Background: an optimization exercise with open tools, aiming at small area. Do not read the settings as production practice.
Function was checked by simulation only, so behaviour that the tests miss may differ from the original.
In every run shown here, the design's own scripts or RTL, not TritonCTS, make the clock network.
The clock input has no modelled driver; a real chip could not lean on it and would need a root buffer or a full tree.

## flow/flow/run.sh

```bash
#!/bin/bash
# The standard layout, with buf_1 port buffers, every combinational cell at
# its smallest drive after floorplan (repair sizes up what needs it), and a
# flat clock tree of 2 x 2 buffers clkbuf_8. Tool output goes to log files here.
set -euo pipefail
here=$(pwd)
export CLK_GX=2 CLK_GY=2 CLK_BUF=sky130_fd_sc_hd__clkbuf_8
bash standard.sh \
  "BUFFER_PORTS_ARGS=-buffer_cell sky130_fd_sc_hd__buf_1" \
  "POST_FLOORPLAN_TCL=$here/flow/downsize.tcl" \
  "CTS_ARGS=-sink_clustering_enable -repair_clock_nets -dont_use_dummy_load" \
  "POST_CTS_TCL=$here/flow/clocktree.tcl" \
  finish > flow_standard.log 2>&1
```

## flow/flow/clocktree.tcl

```tcl
# After CTS: replace the clock tree CTS built by a flat one. The sinks are
# split into a CLK_GX x CLK_GY grid of groups (by x, then by y within each
# column); each group gets one buffer of type CLK_BUF at its centroid, driven
# from the clock port.
set gx [expr { [info exists ::env(CLK_GX)] ? $::env(CLK_GX) : 1 }]
set gy [expr { [info exists ::env(CLK_GY)] ? $::env(CLK_GY) : 1 }]
set bufcell [expr { [info exists ::env(CLK_BUF)] ? $::env(CLK_BUF) : "sky130_fd_sc_hd__clkbuf_16" }]
set db [ord::get_db]
set block [ord::get_db_block]
set clk [$block findNet clk]

# the clock tree: every buffer reached from the clock port through clock buffers
set tree {}
set front [list $clk]
set sinks {}
while { [llength $front] } {
  set net [lindex $front 0]
  set front [lrange $front 1 end]
  foreach it [$net getITerms] {
    if { ![$it isInputSignal] } { continue }
    set inst [$it getInst]
    set m [[$inst getMaster] getName]
    if { [string match "sky130_fd_sc_hd__clkbuf_*" $m] || [string match "sky130_fd_sc_hd__clkinv*" $m] } {
      lappend tree $inst
      lappend front [[$inst findITerm X] getNet]
    } else {
      lappend sinks $it
    }
  }
}
puts "clocktree: [llength $tree] tree cells, [llength $sinks] sinks"
foreach inst $tree {
  set onet [[$inst findITerm X] getNet]
  foreach it [$onet getITerms] { $it disconnect }
  odb::dbInst_destroy $inst
  odb::dbNet_destroy $onet
}
foreach it $sinks { $it disconnect }

# split the sinks by x
set keyed {}
foreach it $sinks {
  set b [[$it getInst] getBBox]
  lappend keyed [list [expr { ([$b xMin] + [$b xMax]) / 2 }] [expr { ([$b yMin] + [$b yMax]) / 2 }] $it]
}
set keyed [lsort -integer -index 0 $keyed]
set n [llength $keyed]
set master [$db findMaster $bufcell]
set g 0
for { set cx 0 } { $cx < $gx } { incr cx } {
  set col [lrange $keyed [expr { $cx * $n / $gx }] [expr { ($cx + 1) * $n / $gx - 1 }]]
  set col [lsort -integer -index 1 $col]
  set m [llength $col]
  for { set cy 0 } { $cy < $gy } { incr cy } {
    set part [lrange $col [expr { $cy * $m / $gy }] [expr { ($cy + 1) * $m / $gy - 1 }]]
    set net [odb::dbNet_create $block "clknet_flat_$g"]
    $net setSigType CLOCK
    set buf [odb::dbInst_create $block $master "clkbuf_flat_$g"]
    [$buf findITerm A] connect $clk
    [$buf findITerm X] connect $net
    set sx 0; set sy 0
    foreach k $part {
      lassign $k x y it
      $it connect $net
      incr sx $x; incr sy $y
    }
    set cnt [llength $part]
    $buf setLocation [expr { $sx / $cnt }] [expr { $sy / $cnt }]
    $buf setPlacementStatus PLACED
    puts "clocktree: $bufcell clkbuf_flat_$g drives $cnt sinks"
    incr g
  }
}
detailed_placement
check_placement -verbose
estimate_parasitics -placement
report_clock_skew
```

## flow/flow/downsize.tcl

```tcl
# Give every combinational cell the smallest drive strength of its kind.
# Later repair steps size up whatever timing, slew or load needs.
set db [ord::get_db]
set block [ord::get_db_block]
set n 0
foreach inst [$block getInsts] {
  set m [[$inst getMaster] getName]
  if { ![regexp {^(sky130_fd_sc_hd__([a-z0-9]+))_(\d+)$} $m -> base kind drv] } { continue }
  if { [regexp {^(df|edf|sdf|sedf|dl|clk|tap|fill|decap|conb|diode|probe|lpflow)} $kind] } { continue }
  foreach d {0 1 2} {
    set cand "${base}_$d"
    if { $cand eq $m } { break }
    set cm [$db findMaster $cand]
    if { $cm ne "NULL" && $cm ne "" } {
      replace_cell [get_cells [$inst getName]] $cand
      incr n
      break
    }
  }
}
puts "downsize: replaced $n cells"
```

## flow/standard.sh

```bash
#!/bin/bash
# synth_recipe.tcl (not shown) runs the flow's synth.tcl, then flattens the netlist and writes it again
# the make line also repeats each setting of config.mk as NAME=value (left out here)
make -C /OpenROAD-flow-scripts/flow DESIGN_CONFIG=/design/flow/config.mk WORK_HOME=/design/flow/orfs CLKGATE_MAP_FILE= SYNTH_SCRIPT=/design/flow/synth_recipe.tcl "${@:-finish}"
```

## flow/config.mk

```make
export PLATFORM = sky130hd
export DESIGN_NAME = top
export DESIGN_NICKNAME = top
export VERILOG_FILES = /design/flow/design.v
export SDC_FILE = /design/flow/constraint.sdc
export NUM_CORES = 4
export LEC_CHECK = 0
export CAP_MARGIN = 20
export CORE_MARGIN = 2
export CORE_UTILIZATION = 40
export SLEW_MARGIN = 20
export SYNTH_HIERARCHICAL = 1
export SYNTH_MINIMUM_KEEP_SIZE = 0
```

## flow/constraint.sdc

```tcl
create_clock -name core_clock -period 12.0 [get_ports {clk}]
set_input_delay 2.4000 -clock core_clock [delete_from_list [all_inputs] [get_ports {clk}]]
set_output_delay 2.4000 -clock core_clock [all_outputs]
set_load 0.01 [all_outputs]
```

## flow/design.v

```verilog
module full_adder(input a, b, cin, output sum, carry);
    assign sum   = a ^ b ^ cin;
    assign carry = (a & b) | (a & cin) | (b & cin);
endmodule
module truncated_adder_8bit (
    input  wire [8:0] t,
    input  wire [7:0] d,
    output wire [7:0] r
);
    wire [9:2] c;
    wire c1 = t[0] | d[0];
    assign c[2] = (t[1] & d[1]) | (t[1] & c1) | (d[1] & c1);
    full_adder fa2 (t[2], d[2], c[2], r[0], c[3]);
    full_adder fa3 (t[3], d[3], c[3], r[1], c[4]);
    full_adder fa4 (t[4], d[4], c[4], r[2], c[5]);
    full_adder fa5 (t[5], d[5], c[5], r[3], c[6]);
    full_adder fa6 (t[6], d[6], c[6], r[4], c[7]);
    full_adder fa7 (t[7], d[7], c[7], r[5], c[8]);
    full_adder fa8 (t[8], d[7], c[8], r[6], c[9]);
    assign r[7] = t[8] ^ d[7] ^ c[9];
endmodule
module truncated_multiplier_8bit (
    input  wire [7:0] a,
    input  wire [7:0] b,
    output wire [7:0] tn,
    output wire       t8
);
    wire p1 = ~(a[0] & b[0]);
    wire p2 = ~(a[0] & b[1]);
    wire p3 = ~(a[0] & b[2]);
    wire p4 = ~(a[0] & b[3]);
    wire p5 = ~(a[0] & b[4]);
    wire p6 = ~(a[0] & b[5]);
    wire p7 = ~(a[0] & b[6]);
    wire p8 = ~(a[1] & b[0]);
    wire p9 = ~(a[1] & b[1]);
    wire p10 = ~(a[1] & b[2]);
    wire p11 = ~(a[1] & b[3]);
    wire p12 = ~(a[1] & b[4]);
    wire p13 = ~(a[1] & b[5]);
    wire p14 = ~(a[1] & b[6]);
    wire p15 = ~(a[2] & b[0]);
    wire p16 = ~(a[2] & b[1]);
    wire p17 = ~(a[2] & b[2]);
    wire p18 = ~(a[2] & b[3]);
    wire p19 = ~(a[2] & b[4]);
    wire p20 = ~(a[2] & b[5]);
    wire p21 = ~(a[2] & b[6]);
    wire p22 = ~(a[3] & b[0]);
    wire p23 = ~(a[3] & b[1]);
    wire p24 = ~(a[3] & b[2]);
    wire p25 = ~(a[3] & b[3]);
    wire p26 = ~(a[3] & b[4]);
    wire p27 = ~(a[3] & b[5]);
    wire p28 = ~(a[3] & b[6]);
    wire p29 = ~(a[4] & b[0]);
    wire p30 = ~(a[4] & b[1]);
    wire p31 = ~(a[4] & b[2]);
    wire p32 = ~(a[4] & b[3]);
    wire p33 = ~(a[4] & b[4]);
    wire p34 = ~(a[4] & b[5]);
    wire p35 = ~(a[4] & b[6]);
    wire p36 = ~(a[5] & b[0]);
    wire p37 = ~(a[5] & b[1]);
    wire p38 = ~(a[5] & b[2]);
    wire p39 = ~(a[5] & b[3]);
    wire p40 = ~(a[5] & b[4]);
    wire p41 = ~(a[5] & b[5]);
    wire p42 = ~(a[5] & b[6]);
    wire p43 = ~(a[6] & b[0]);
    wire p44 = ~(a[6] & b[1]);
    wire p45 = ~(a[6] & b[2]);
    wire p46 = ~(a[6] & b[3]);
    wire p47 = ~(a[6] & b[4]);
    wire p48 = ~(a[6] & b[5]);
    wire p49 = ~(a[6] & b[6]);
    wire p50 = a[0] & b[7];
    wire p51 = a[7] & b[0];
    wire p52 = a[1] & b[7];
    wire p53 = a[7] & b[1];
    wire p54 = a[2] & b[7];
    wire p55 = a[7] & b[2];
    wire p56 = a[3] & b[7];
    wire p57 = a[7] & b[3];
    wire p58 = a[4] & b[7];
    wire p59 = a[7] & b[4];
    wire p60 = a[5] & b[7];
    wire p61 = a[7] & b[5];
    wire p62 = a[6] & b[7];
    wire p63 = a[7] & b[6];
    wire p64 = ~(a[7] & b[7]);
    wire p65 = ~b[7];
    wire h66 = p2 | p8;
    full_adder fa_s67 (p15, p3, p9, s67, c68);
    wire h69 = h66 | s67;
    full_adder fa_s70 (p10, p16, p22, s70, c71);
    full_adder fa_s72 (p4, c68, s70, s72, c73);
    wire h74 = h69 | s72;
    full_adder fa_s75 (p11, p17, p23, s75, c76);
    full_adder fa_s77 (p29, p5, c71, s77, c78);
    full_adder fa_s79 (s75, s77, c73, s79, c80);
    wire h81 = h74 | s79;
    full_adder fa_s82 (p12, p18, p24, s82, c83);
    full_adder fa_s84 (p30, p36, p6, s84, c85);
    full_adder fa_s86 (c76, s82, s84, s86, c87);
    full_adder fa_s88 (c78, s86, c80, s88, c89);
    wire h90 = h81 | s88;
    full_adder fa_s91 (p13, p19, p25, s91, c92);
    full_adder fa_s93 (p31, p37, p43, s93, c94);
    full_adder fa_s95 (p7, c83, c85, s95, c96);
    full_adder fa_s97 (s91, s93, c87, s97, c98);
    full_adder fa_s99 (s95, s97, c89, s99, c100);
    wire h101 = h90 | s99;
    full_adder fa_s102 (p14, p20, p26, s102, c103);
    full_adder fa_s104 (p32, p38, p44, s104, c105);
    full_adder fa_s106 (p50, p51, c92, s106, c107);
    full_adder fa_s108 (c94, s102, s104, s108, c109);
    full_adder fa_s110 (s106, c96, s108, s110, c111);
    full_adder fa_s112 (c98, s110, c100, s112, c113);
    wire h114 = h101 | s112;
    full_adder fa_s115 (p21, p27, p33, s115, c116);
    full_adder fa_s117 (p39, p45, p52, s117, c118);
    full_adder fa_s119 (p53, c103, c105, s119, c120);
    full_adder fa_s121 (s115, s117, c107, s121, c122);
    full_adder fa_s123 (c109, s119, s121, s123, c124);
    full_adder fa_s125 (c111, s123, c113, s125, c126);
    wire s127, c128;
    xnor_bit xn_s127 (h114, s125, s127);
    or_bit or_c128 (h114, s125, c128);
    full_adder fa_s129 (b[0], b[1], p28, s129, c130);
    full_adder fa_s131 (p34, p40, p46, s131, c132);
    full_adder fa_s133 (p54, p55, s129, s133, c134);
    full_adder fa_s135 (c116, c118, s131, s135, c136);
    full_adder fa_s137 (s133, c120, s135, s137, c138);
    full_adder fa_s139 (c122, s137, c124, s139, c140);
    full_adder fa_s141 (s139, c126, c128, s141, c142);
    full_adder fa_s143 (b[2], p35, p41, s143, c144);
    full_adder fa_s145 (p47, p56, p57, s145, c146);
    full_adder fa_s147 (c130, c132, s143, s147, c148);
    full_adder fa_s149 (s145, c134, c136, s149, c150);
    full_adder fa_s151 (s147, s149, c138, s151, c152);
    full_adder fa_s153 (s151, c140, c142, s153, c154);
    full_adder fa_s155 (b[3], p42, p48, s155, c156);
    full_adder fa_s157 (p58, p59, c144, s157, c158);
    full_adder fa_s159 (c146, s155, s157, s159, c160);
    full_adder fa_s161 (c148, c150, s159, s161, c162);
    full_adder fa_s163 (c152, s161, c154, s163, c164);
    full_adder fa_s165 (b[4], p49, p60, s165, c166);
    full_adder fa_s167 (p61, c156, s165, s167, c168);
    full_adder fa_s169 (c158, s167, c160, s169, c170);
    full_adder fa_s171 (s169, c162, c164, s171, c172);
    full_adder fa_s173 (b[5], p62, p63, s173, c174);
    full_adder fa_s175 (c166, s173, c168, s175, c176);
    full_adder fa_s177 (s175, c170, c172, s177, c178);
    full_adder fa_s179 (b[6], p64, c174, s179, c180);
    full_adder fa_s181 (s179, c176, c178, s181, c182);
    full_adder fa_s183 (p65, c180, c182, s183, c184);
    assign tn[0] = s127;
    assign tn[1] = s141;
    assign tn[2] = s153;
    assign tn[3] = s163;
    assign tn[4] = s171;
    assign tn[5] = s177;
    assign tn[6] = s181;
    assign tn[7] = s183;
    assign t8 = (c184) ^ 1'b0;
endmodule
module xnor_bit (input wire a, b, output wire y);
    assign y = ~(a ^ b);
endmodule
module or_bit (input wire a, b, output wire y);
    assign y = a | b;
endmodule
module top (
    input  wire        clk,
    input  wire        rst,
    input  wire signed [7:0] din,
    output reg  signed [7:0] f1, f2, f3, f4
);
    reg [1:0] g, j;
    reg [8:0] s0, s1, s2, s3;
    wire [7:0] tn;
    wire       t8;
    wire [7:0] rn;
    truncated_multiplier_8bit mul (.a(s3[7:0]), .b(din), .tn(tn), .t8(t8));
    truncated_adder_8bit      add (.t(s3), .d(din), .r(rn));
    always @(posedge clk or posedge rst) begin
        if (rst) begin
            g <= 2'd2;
            j <= 2'd0;
        end else begin
            j <= {j[0], ~j[1]};
            if (j == 2'd2) g <= {~g[1] & g[0], ~(g[1] & g[0])};
        end
    end
    wire       selA  = ~g[0];
    wire       selR  = g[0] & g[1];
    wire       nselT = ~g[0] | g[1];
    wire [7:0] s0_d;
    ring_mux rm [7:0] (.sa(selA), .sr(selR), .nst(nselT), .d(din), .r(rn), .tn(tn), .y(s0_d));
    always @(posedge clk) begin
        s0 <= {t8, s0_d};
        s1 <= s0;
        s2 <= s1;
        s3 <= s2;
    end
    wire e1 = (g == 2'd3) & (j == 2'd3);
    wire e2 = (g == 2'd3) & (j == 2'd2);
    wire e3 = (g == 2'd0) & (j == 2'd0);
    wire e4 = (g == 2'd0) & (j == 2'd1);
    wire [7:0] f1_d, f2_d, f3_d, f4_d;
    hold_mux h1 [7:0] (.en(e1), .enn(~e1), .d(s1[7:0]), .q(f1), .y(f1_d));
    hold_mux h2 [7:0] (.en(e2), .enn(~e2), .d(s1[7:0]), .q(f2), .y(f2_d));
    hold_mux h3 [7:0] (.en(e3), .enn(~e3), .d(s1[7:0]), .q(f3), .y(f3_d));
    hold_mux h4 [7:0] (.en(e4), .enn(~e4), .d(s1[7:0]), .q(f4), .y(f4_d));
    always @(posedge clk or posedge rst) begin
        if (rst) begin
            f1 <= 8'd0; f2 <= 8'd0; f3 <= 8'd0; f4 <= 8'd0;
        end else begin
            f1 <= f1_d; f2 <= f2_d; f3 <= f3_d; f4 <= f4_d;
        end
    end
endmodule
module ring_mux (input wire sa, sr, nst, d, r, tn, output wire y);
    assign y = (sa & d) | (sr & r) | ~(nst | tn);
endmodule
module hold_mux (input wire en, enn, d, q, output wire y);
    assign y = (en & d) | (enn & q);
endmodule
```

==> key figures, run 1 <==
Logic synthesis
  • Syn_area_per_cell: 13.4 um2
  • Syn Inst Count: 283
  • Largest cells by area after synthesis: fa_1 33%, dfrtp_1 23%, dfxtp_1 19%, a22o_1 7.4%, nand2_1 4.8%
  • Yosys top cell by area: fa_1
  • Post-synth ARST share: 50.0%
  • Synth unique cells: 28
  • Mapped Area: 3790 um2
  • Share of the synthesized area in the top cell type: 32.7%
  • Number of synthesized flops with an enable pin: 0
  • Syn nets: 355
  • Register bit total from synthesis: 72
  • Sequential-to-total area share from yosys stat: 42.8%
  • Yosys warnings: 117
  • Main synth FF type: dfxtp_1

Timing
  • Minimum clock period: 9.37 ns
  • Final Hold Fails: 0
  • Peak Freq: 0.107 GHz
  • Final Max Tran Viols: 0
  • Slew @ Worst Pin: 0.695 ns
  • Clock Skew: 0.00874 ns
  • Final WS setup: 2.63 ns
  • Fin crit share: 78.1%
  • Hold WS: 0.328 ns
  • Final setup fails: 0
  • RSZ-0062 raised after global routing: false
  • Rel. slew slack: 53.6%
  • TNS Setup: 0 ns

Finish
  • Synth-to-layout area growth: 7.62%
  • Post-route cell area: 4080 um2
  • Diode count: 0
  • Total Nets Final: 393
  • Share of cells above drive strength 1: 2.19%
  • Multi-input combinational cell area: 2050 um2
  • Number of fillers in the final layout: 847
  • Final Core Density: 44.2%
  • Finished Layout Cells: 448
  • Register area: 1620 um2

Drt
  • Detailed Routing Iterations Pass 1: 4
  • Vias per cell: 5.01
  • Routed len/inst: 15.8 um
  • Total routed wirelength: 7.09 mm
  • Drt initial violations: 119
  • Antenna Nets Post-Route: 0
  • DRC viols: 0
  • Vias: 2,244

Place
  • Port bufs: 41
  • Detailed placer's ending HPWL: 5.45 mm
  • Inst Count DP: 444
  • RePlAce Congestion: 0.803
  • Placed cell area: 4030 um2
  • Pre-CTS setup slack: 2.39 ns

Global routing
  • Overall Global Routing Usage: 15.0%
  • Initial antenna violation count: 0
  • Global-route wire length before repair: 12.0 mm
  • Total gr overflow: 0
  • Largest net degree at the start of global routing: 37
  • Vias in the first global route: 2,390

Worst setup path
  • CP max-delay cell: fa_1
  • WP data arrival: 9.42 ns
  • Crit-path max FO: 11
  • Critical path's largest stage delay: 0.49 ns
  • R2R cell count: 19
  • Most frequent CP cell: fa_1
  • Crit. End Element: register
  • Crit start category: input port
  • Worst Path Required: 12.05 ns
  • Critical path class: input port to register
  • CP cell instances: buf_1 -> nand2_1 -> fa_1 -> fa_1 -> fa_1 -> fa_1 -> fa_1 -> fa_1 -> nor4b_1 -> nand4_1 -> or2_0 -> fa_1 -> fa_1 -> fa_1 -> fa_1 -> fa_1 -> fa_1 -> fa_1 -> nor2_1 -> a221o_1

Worst hold path
  • Min-Delay Path Class: register to register
  • Hold path depth: 0

Floorplanning
  • Core box area: 9240 um2
  • Top Ports: 42
  • Die H: 101 um
  • Die Area: 10,300 um2
  • DIE WIDTH: 101 um
  • Initial Util: 41.0%
  • Core Rows: 35

Run status
  • Outcome: timing/DRC/antenna clean

Clock tree
  • Clock slew at reported path FFs: 0.10 ns
  • Worst-Skew Late Latency: 0.16 ns
  • Clk sinks: 72

Job
  • Max-Cap Viols: 0
-- worst max-delay path, delay by kind of cell --
family                     cells  cell delay [ns]
buffers and inverters          1             0.47
and+or+nand+nor                5             0.93
AOI/OAI and AO/OA              1             0.25
adders and majority gates     13             5.34
-- cell families (layout without fill, tap and decap cells) --
logic type | Yosys count | after routing | synth area share [%]
AO/OA/AOI/OAI | 43 | 43 | 10.0
XOR/XNOR | 3 | 3 | 0.693
adder cells (fa/ha/maj) | 62 | 62 | 32.7
buffers and inverters | 18 | 54 | 2.67
flip-flops | 72 | 72 | 42.8
multiplexers | 1 | 1 | 0.264
AND/OR/NAND/NOR | 84 | 84 | 10.8
-- per-layer routing --
metal / track usage (%) / share of wire, % / up-vias
li1: - / - / 1019
met1: 20.5 / 44 / 1185
met2: 25.4 / 52 / 34
met3: 3.31 / 3.1 / 6
met4: 2.08 / 0.72 / 0
met5: 0 / 0 / -
-- flip-flops by register name, indices dropped and copies added, names as in the netlist --
name,flops
j,2
f4,8
s2,9
f1,8
s1,9
f2,8
s0,9
s3,9
g,2
f3,8
-- final cells by class --
type / count / area share [%]
Sequential cell: 72 / 39.8
Inverter: 7 / 0.644
Timing Repair Buffer: 43 / 4.14
Multi-Input combinational cell: 193 / 50.2
Buffer: 4 / 1.35
Tap cell: 129 / 3.95
-- cells in the mapped netlist (2+ instances only) --
library cell,number
nor4b_2,2
and2_1,16
xnor2_1,3
dfxtp_1,36
inv_1,6
a221o_1,8
dfrtp_1,35
buf_2,3
fa_1,62
a22o_1,32
nand2_1,49
nor2_1,8
buf_4,8
-- path summary, 6_finish.rpt --
kind                              from    end  slack [ns]
worst max-delay path            din[2]  s0[7]        2.63
max in group asynchronous          rst   g[1]        9.37
min in group asynchronous          rst  f4[6]        2.29
worst min-delay path             s0[4]  s1[4]        0.33
worst min register to register   s0[4]  s1[4]        0.33
worst max register to register   s3[1]  s0[7]        4.81
-- modules after synthesis, one instance, submodules excluded --
module	cell area [um2]	copies in the design
top	1730	1
truncated_multiplier_8bit	379	1
truncated_adder_8bit	33.8	1
full_adder	20.0	62
ring_mux	13.8	8
hold_mux	8.76	32
xnor_bit	8.76	1
or_bit	6.26	1
-- placed cells by master (no fill, tap or decap), drive strengths merged --
master / synthesis / final
and2: 16 / 16
fa: 62 / 62
xnor2: 3 / 3
nor4b: 2 / 2
dfstp: 1 / 1
nand2b: 1 / 1
nand3: 1 / 1
o21ai: 1 / 1
nand4: 1 / 1
nor4: 1 / 1
dfrtp: 35 / 35
nand4b: 1 / 1
inv: 7 / 7
or2: 1 / 1
dfxtp: 36 / 36
nor2: 8 / 8
o31ai: 1 / 1
a221o: 8 / 8
buf: 11 / 43
and3: 1 / 1
nor3: 1 / 1
clkbuf: 0 / 4
nand2: 49 / 49
o21a: 1 / 1
mux2i: 1 / 1
a22o: 32 / 32
and2b: 1 / 1
==> run 2, diff against run 1 <==
--- a/flow/flow/run.sh
+++ b/flow/flow/run.sh
@@ -3,6 +3,6 @@
 # its smallest drive after floorplan (repair sizes up what needs it), and a
-# flat clock tree of 2 x 2 buffers clkbuf_8. Tool output goes to log files here.
+# flat clock tree of 2 x 1 buffers clkbuf_16. Tool output goes to log files here.
 set -euo pipefail
 here=$(pwd)
-export CLK_GX=2 CLK_GY=2 CLK_BUF=sky130_fd_sc_hd__clkbuf_8
+export CLK_GX=2 CLK_GY=1 CLK_BUF=sky130_fd_sc_hd__clkbuf_16
 bash standard.sh \
--- a/flow/config.mk
+++ b/flow/config.mk
@@ -9,3 +9,4 @@
 export CORE_MARGIN = 2
-export CORE_UTILIZATION = 40
+export CORE_UTILIZATION = 65
+export PLACE_DENSITY = 0.75
 export SLEW_MARGIN = 20
==> run 2 against run 1 <==
Effect of this change: register-to-register slack better by 0.02 ns; synthesized cell count is the same; area after synthesis did not move; cell area shrank 1.9%; still clean; die area is 37% lower; hold slack gained 0.0095 ns; critical path type unchanged; via count increased by 2.5%; critical path depth shrank 1; sequential share of layout area rose by 0.76 points; highest routed layer unchanged.
==> key figures, run 2 <==
Run status
  • Outcome: timing/DRC/antenna clean

Finish
  • Post-route cell area: 4010 um2 (-1.9%)
  • Synth-to-layout area growth: 5.61%
  • Diode count: 0 (unchanged)
  • Final Core Density: 71.9% (+28 points)
  • Commonest non-fill, non-tap cell in the layout: fa_1
  • Finished Layout Cells: 389 (-13%)
  • Number of fillers in the final layout: 427 (-50%)
  • Total Nets Final: 391 (-0.51%)
  • Share of cells above drive strength 1: 1.58% (-0.62 points)
  • Highest-count cells in the layout ignoring fill and taps: 62 x fa_1, 49 x nand2_1, 41 x buf_1

Logic synthesis
  • Syn Inst Count: 283 (unchanged)
  • Syn nets: 355 (unchanged)
  • Synth unique cells: 28 (unchanged)
  • Commonest cells post-synth: 62 x fa_1, 49 x nand2_1, 36 x dfxtp_1
  • Yosys warnings: 117 (unchanged)
  • Share of the synthesized area in the top cell type: 32.7% (unchanged)
  • Largest cells by area after synthesis: fa_1 33%, dfrtp_1 23%, dfxtp_1 19%, a22o_1 7.4%, nand2_1 4.8%
  • Main synth FF type: dfxtp_1
  • Mapped Area: 3790 um2 (unchanged)
  • Syn_area_per_cell: 13.4 um2 (unchanged)
  • Synth Area in Simple Gates: 10.8% (unchanged)
  • Top-count cell post-synth: fa_1
  • Sequential-to-total area share from yosys stat: 42.8% (unchanged)
  • Mux contribution to synthesized area: 0.264% (unchanged)
  • Largest family of logic cells by synthesized area: adder cells
  • Yosys top cell by area: fa_1
  • Synth Area in Adders: 32.7% (unchanged)
  • Number of synthesized flops with an enable pin: 0 (unchanged)
  • Register bit total from synthesis: 72 (unchanged)
  • XOR/XNOR share of the synthesized area: 0.693% (unchanged)
  • Compound-gate portion of the synthesized area: 10.0% (unchanged)
  • Post-synth ARST share: 50.0% (unchanged)

Drt
  • Vias per cell: 5.91 (+18%)
  • Routed len/inst: 18.1 um (+15%)
  • DRC viols: 0 (unchanged)
  • Antenna Nets Post-Route: 0 (unchanged)
  • Total routed wirelength: 7.06 mm (-0.48%)
  • Drt initial violations: 144 (+21%)
  • Detailed Routing Iterations Pass 1: 7 (+3)
  • Vias: 2,299 (+2.5%)

Worst setup path
  • Critical path class: input port to register
  • Worst Path Required: 12.08 ns (+0.03 ns)
  • Crit start category: input port
  • CP cell instances: buf_1 -> nand2_1 -> fa_1 -> fa_1 -> fa_1 -> fa_1 -> fa_1 -> fa_1 -> fa_1 -> or2_0 -> fa_1 -> fa_1 -> fa_1 -> fa_1 -> fa_1 -> fa_1 -> fa_1 -> nor2_1 -> a221o_1
  • Crit. End Element: register
  • Crit-path max FO: 11 (unchanged)
  • Worst r2r dst: s0[7]
  • Critical path's largest stage delay: 0.48 ns (about the same)
  • R2R cell count: 18 (-1)
  • Most frequent CP cell: fa_1
  • Crit path capture: s0[7]
  • CP startpoint: din[2]
  • Reg2reg setup slack: 4.83 ns (+0.02 ns)
  • WP data arrival: 9.36 ns (-0.06 ns)
  • Reg-to-Reg Start: s3[2]
  • CP max-delay cell: fa_1

Floorplanning
  • Core box area: 5570 um2 (-40%)
  • Die Area: 6460 um2 (-37%)
  • DIE WIDTH: 80.4 um (-21%)
  • Initial Util: 68.0% (+27 points)
  • Die H: 80.4 um (-21%)
  • Top Ports: 42 (unchanged)
  • Core Rows: 27 (-23%)

Clock tree
  • Clk sinks: 72 (unchanged)
  • Worst-Skew Late Latency: 0.18 ns (+0.02 ns)
  • Clock slew at reported path FFs: 0.12 ns (+0.02 ns)

Global routing
  • Total gr overflow: 0 (unchanged)
  • Vias in the first global route: 2,391 (+0.042%)
  • Global-route wire length before repair: 11.8 mm (-1.4%)
  • Largest net degree at the start of global routing: 37 (unchanged)
  • Overall Global Routing Usage: 24.3% (+9.3 points)
  • Initial antenna violation count: 0 (unchanged)

Timing
  • TNS Setup: 0 ns (unchanged)
  • Clock Skew: 0.00588 ns (-0.00286 ns)
  • RSZ-0062 raised after global routing: false
  • Slew @ Worst Pin: 0.724 ns (+0.0283 ns)
  • Hold WS: 0.337 ns (+0.00949 ns)
  • Minimum clock period: 9.28 ns (-0.0877 ns)
  • Final WS setup: 2.72 ns (+0.0877 ns)
  • Fin crit share: 77.3% (-0.73 points)
  • Final setup fails: 0 (unchanged)
  • Rel. slew slack: 51.8% (-1.9 points)
  • Final Max Tran Viols: 0 (unchanged)
  • Peak Freq: 0.108 GHz (+0.95%)
  • Final Hold Fails: 0 (unchanged)

Place
  • Detailed placer's ending HPWL: 5.33 mm (-2.3%)
  • Pre-CTS setup slack: 2.48 ns (+0.0878 ns)
  • Placed cell area: 3960 um2 (-1.8%)
  • RePlAce Congestion: 0.791 (-1.4%)
  • Port bufs: 41 (unchanged)
  • Inst Count DP: 387 (-13%)

Job
  • Max-Cap Viols: 0 (unchanged)

Worst hold path
  • Min-Delay Path Class: register to register
## run 2: cell counts after synthesis
Identical to the previous run, type by type.
## run 2: worst min-delay path by stage
stage | cells past startpoint | endpoint | startpoint | slack [ns]
3_3_place_gp | 0 | s3[6] | s2[6] | 0.31
6_report | 0 | s1[3] | s0[3] | 0.34
5_1_grt | 0 | s3[6] | s2[6] | 0.35
2_1_floorplan | 0 | s1[0] | s0[0] | 0.31
3_5_place_dp | 0 | s1[4] | s0[4] | 0.31
## run 2: cells by family after synthesis
kind of cell / Yosys count
mux: 1
xor+xnor: 3
compound gates: 43
fa+ha+maj: 62
buf+inv: 18
simple gates: 84
flops: 72
## run 2: critical path, delay by kind of cell
family,cells,cell delay [ns]
fa+ha+maj,14,5.78
simple gates,3,0.46
buf+inv,1,0.45
compound gates,1,0.26
## run 2: per-layer routing
layer	up-vias	wire (um)	global-route usage (%)	share of wire (%)
met2	63	3630	41.0	51
met5	-	0	0	0
met3	5	337	3.37	4.8
met1	1219	3060	35.5	43
met4	0	36	2.54	0.51
li1	1012	-	-	-
## run 2: final cells by class
| class | count | area (um2) | share of cell area (%) |
|---|---|---|---|
| tap | 72 | 90.1 | 2.25 |
| multi-input combinational | 193 | 2050 | 51.1 |
| inverter | 7 | 26.3 | 0.656 |
| buffer | 2 | 50.0 | 1.25 |
| timing repair buffer | 43 | 169 | 4.22 |
| sequential | 72 | 1620 | 40.5 |
## run 2: Yosys stat by module, one instance, submodules excluded
module                     area, um2  flip-flops and latches  cells inside  copies in the design
xnor_bit                        8.76                       0             1                     1
top                             1730                      72            90                     1
ring_mux                        13.8                       0             2                     8
hold_mux                        8.76                       0             1                    32
truncated_multiplier_8bit        379                       0            76                     1
full_adder                      20.0                       0             1                    62
or_bit                          6.26                       0             1                     1
truncated_adder_8bit            33.8                       0             5                     1
==> run 3, diff against run 2 <==
--- a/flow/flow/run.sh
+++ b/flow/flow/run.sh
@@ -3,6 +3,6 @@
 # its smallest drive after floorplan (repair sizes up what needs it), and a
-# flat clock tree of 2 x 1 buffers clkbuf_16. Tool output goes to log files here.
+# flat clock tree of 2 x 2 buffers clkbuf_8. Tool output goes to log files here.
 set -euo pipefail
 here=$(pwd)
-export CLK_GX=2 CLK_GY=1 CLK_BUF=sky130_fd_sc_hd__clkbuf_16
+export CLK_GX=2 CLK_GY=2 CLK_BUF=sky130_fd_sc_hd__clkbuf_8
 bash standard.sh \
--- a/flow/flow/downsize.tcl
+++ b/flow/flow/downsize.tcl
@@ -1,3 +1,4 @@
-# Give every combinational cell the smallest drive strength of its kind.
-# Later repair steps size up whatever timing, slew or load needs.
+# Give every combinational cell the smallest drive strength of its kind,
+# except drivers of more than 6 pins, which keep the drive synthesis gave
+# them. Later repair steps size up whatever timing, slew or load needs.
 set db [ord::get_db]
@@ -9,2 +10,9 @@
   if { [regexp {^(df|edf|sdf|sedf|dl|clk|tap|fill|decap|conb|diode|probe|lpflow)} $kind] } { continue }
+  set fo 0
+  foreach it [$inst getITerms] {
+    if { [$it isOutputSignal] && [$it getNet] ne "NULL" } {
+      incr fo [expr { [llength [[$it getNet] getITerms]] - 1 }]
+    }
+  }
+  if { $fo > 6 } { continue }
   foreach d {0 1 2} {
--- a/flow/config.mk
+++ b/flow/config.mk
@@ -9,4 +9,3 @@
 export CORE_MARGIN = 2
-export CORE_UTILIZATION = 65
-export PLACE_DENSITY = 0.75
+export CORE_UTILIZATION = 40
 export SLEW_MARGIN = 20
==> run 3 against run 2 <==
Effect of this change: core utilization shrank 28 points; highest routed layer unchanged; sequential share of layout area shrank 0.82 points; largest cell class unchanged; via count is essentially flat; global-route usage shrank 8.7 points; first-iteration DRC count shrank 13%; final cell count grew 15%; wire length grew 2.6%; still clean on timing, DRC and antenna; clock skew grew 0.0032 ns; sequential cell count is the same.
==> key figures, run 3 <==
Global routing
  • Vias in the first global route: 2,447 (+2.3%)
  • Initial antenna violation count: 0 (unchanged)
  • Largest net degree at the start of global routing: 37 (unchanged)
  • Overall Global Routing Usage: 15.6% (-8.7 points)
  • Total gr overflow: 0 (unchanged)
  • Global-route wire length before repair: 12.4 mm (+4.5%)

Worst setup path
  • Worst Path Required: 12.06 ns (-0.02 ns)
  • WP data arrival: 9.38 ns (+0.02 ns)
  • Critical path class: input port to register
  • Most frequent CP cell: fa_1
  • Crit-path leading delay family: adder cells
  • Crit start category: input port
  • Critical path's largest stage delay: 0.48 ns (about the same)
  • Crit-path max FO: 11 (unchanged)
  • Crit. End Element: register
  • CP Buf/Inv Count: 1 (unchanged)
  • CP max-delay cell: fa_1
  • CP cell instances: buf_1 -> nand2_1 -> fa_1 -> fa_1 -> fa_1 -> fa_1 -> fa_1 -> fa_1 -> fa_1 -> or2_0 -> fa_1 -> fa_1 -> fa_1 -> fa_1 -> fa_1 -> fa_1 -> fa_1 -> nor2_1 -> a221o_1

Worst hold path
  • Min-Delay Path Class: register to register

Timing
  • Fin crit share: 77.7% (+0.38 points)
  • Peak Freq: 0.107 GHz (-0.48%)
  • Rel. slew slack: 53.9% (+2.1 points)
  • Hold WS: 0.335 ns (-0.00276 ns)
  • Final Max Tran Viols: 0 (unchanged)
  • Clock Skew: 0.00911 ns (+0.00323 ns)
  • TNS Setup: 0 ns (unchanged)
  • RSZ-0062 raised after global routing: false
  • Minimum clock period: 9.33 ns (+0.0452 ns)
  • Slew @ Worst Pin: 0.691 ns (-0.0322 ns)
  • Final Hold Fails: 0 (unchanged)
  • Final setup fails: 0 (unchanged)

Logic synthesis
  • Syn Inst Count: 283 (unchanged)
  • Top-count cell post-synth: fa_1
  • Number of synthesized flops with an enable pin: 0 (unchanged)
  • Register bit total from synthesis: 72 (unchanged)
  • Mapped Area: 3790 um2 (unchanged)
  • Yosys top cell by area: fa_1
  • Largest cells by area after synthesis: fa_1 33%, dfrtp_1 23%, dfxtp_1 19%, a22o_1 7.4%, nand2_1 4.8%
  • Main synth FF type: dfxtp_1
  • Yosys warnings: 117 (unchanged)
  • Post-synth ARST share: 50.0% (unchanged)
  • Syn nets: 355 (unchanged)
  • Syn_area_per_cell: 13.4 um2 (unchanged)
  • Sequential-to-total area share from yosys stat: 42.8% (unchanged)
  • Synth unique cells: 28 (unchanged)
  • Share of the synthesized area in the top cell type: 32.7% (unchanged)
  • Commonest cells post-synth: 62 x fa_1, 49 x nand2_1, 36 x dfxtp_1

Floorplanning
  • DIE WIDTH: 101 um (+26%)
  • Core Rows: 35 (+30%)
  • Initial Util: 41.0% (-27 points)
  • Top Ports: 42 (unchanged)
  • Die Area: 10,300 um2 (+59%)
  • Core box area: 9240 um2 (+66%)
  • Die H: 101 um (+26%)

Finish
  • Synth-to-layout area growth: 7.79%
  • Commonest non-fill, non-tap cell in the layout: fa_1
  • Total Nets Final: 393 (+0.51%)
  • Highest-count cells in the layout ignoring fill and taps: 62 x fa_1, 49 x nand2_1, 41 x buf_1
  • Post-route cell area: 4090 um2 (+2.1%)
  • Diode count: 0 (unchanged)
  • Share of cells above drive strength 1: 2.82% (+1.2 points)

Clock tree
  • Clk sinks: 72 (unchanged)
  • Clock slew at reported path FFs: 0.10 ns (-0.02 ns)
  • Worst-Skew Late Latency: 0.16 ns (-0.02 ns)

Drt
  • Vias per cell: 5.13 (-13%)
  • Drt initial violations: 126 (-13%)
  • DRC viols: 0 (unchanged)
  • Vias: 2,300 (+0.043%)
  • Routed len/inst: 16.2 um (-11%)
  • Antenna Nets Post-Route: 0 (unchanged)
  • Total routed wirelength: 7.24 mm (+2.6%)
  • Detailed Routing Iterations Pass 1: 4 (-3)

Place
  • RePlAce Congestion: 0.809 (+2.2%)
  • Port bufs: 41 (unchanged)
  • Placed cell area: 4030 um2 (+2.0%)
  • Detailed placer's ending HPWL: 5.58 mm (+4.6%)

Job
  • Max-Cap Viols: 0 (unchanged)

Run status
  • Outcome: timing/DRC/antenna clean
-- run 3: cell counts after synthesis --
No cell type changed its count.
-- run 3: cell families after synthesis --
family	Yosys count	share of synthesized area (%)
adders and majority gates	62	32.7
and+or+nand+nor	84	10.8
buffers and inverters	18	2.67
muxes	1	0.264
xor gates and xnor gates	3	0.693
DFF	72	42.8
AOI/OAI and AO/OA	43	10.0
-- run 3: path summary, 6_finish.rpt --
kind                            startpoint  endpoint  slack (ns)  cells after the start
max in group asynchronous              rst      g[1]        9.36                      3
worst max register to register       s3[1]     s0[7]        4.87                     18
worst max-delay path                din[2]     s0[7]        2.67                     19
worst min register to register       s2[6]     s3[6]        0.33                      0
worst min-delay path                 s2[6]     s3[6]        0.33                      0
min in group asynchronous              rst     f4[0]        2.29                      3
-- run 3: modules after synthesis, one instance, submodules excluded --
| module | copies in the design | cell area [um2] |
|---|---|---|
| top | 1 | 1730 |
| truncated_multiplier_8bit | 1 | 379 |
| truncated_adder_8bit | 1 | 33.8 |
| full_adder | 62 | 20.0 |
| ring_mux | 8 | 13.8 |
| hold_mux | 32 | 8.76 |
| xnor_bit | 1 | 8.76 |
| or_bit | 1 | 6.26 |
-- run 3: final cells by class --
cell class	instances	area (um2)
multi-input cells	193	2050
inverters	7	26.3
flip-flops and latches	72	1620
fillers	868	5150
plain buffers	4	55.1
repair buffers	43	169
well taps	129	161
-- run 3: metrics by stage --
step                      std cells  worst slack, ns  utilization (%)
after floorplan                 283             3.03                -
after global placement          444             2.54             43.6
after detailed placement        444             2.45             43.6
after global routing            448             2.44             44.2
final                           448             2.67             44.2
-- run 3: layer usage --
layer  up-vias  part of all wire [%]  GRT usage [%]
met3         5                   3.6           2.55
met4         0                  0.70           3.53
met1      1237                    43           21.8
met5         -                     0              0
met2        40                    52           25.9
li1       1018                     -              -

## separate check: timing with driven ports
In the flow no input, the clock included, has a driving cell. The finished layouts below were timed again as built, in two steps. Step 1 assumes that a clkbuf_16 drives the clock port and a buf_2 every other input. Step 2 times the ports against the registers' clock, not the clock port: input delays grow and output delays shrink by t, the midpoint of the rising clock arrivals with the driver on. Three values: ideal ports, drivers, drivers and shift; two values: the first two.
| run | t, ns | setup WS [ns] | latest minus earliest clock arrival (ns) |
|---|---|---|---|
| run 1 | 0.210 | 2.632 / 2.665 / 2.455 | 0.010 / 0.011 |
| run 2 | 0.222 | 2.719 / 2.744 / 2.522 | 0.006 / 0.006 |
| run 3 | 0.209 | 2.674 / 2.702 / 2.493 | 0.010 / 0.010 |
After both steps setup and hold are still met in every run listed. The setup slack of run 2, which loses most, moves by +0.025 ns with the drivers and by -0.197 ns with both steps.
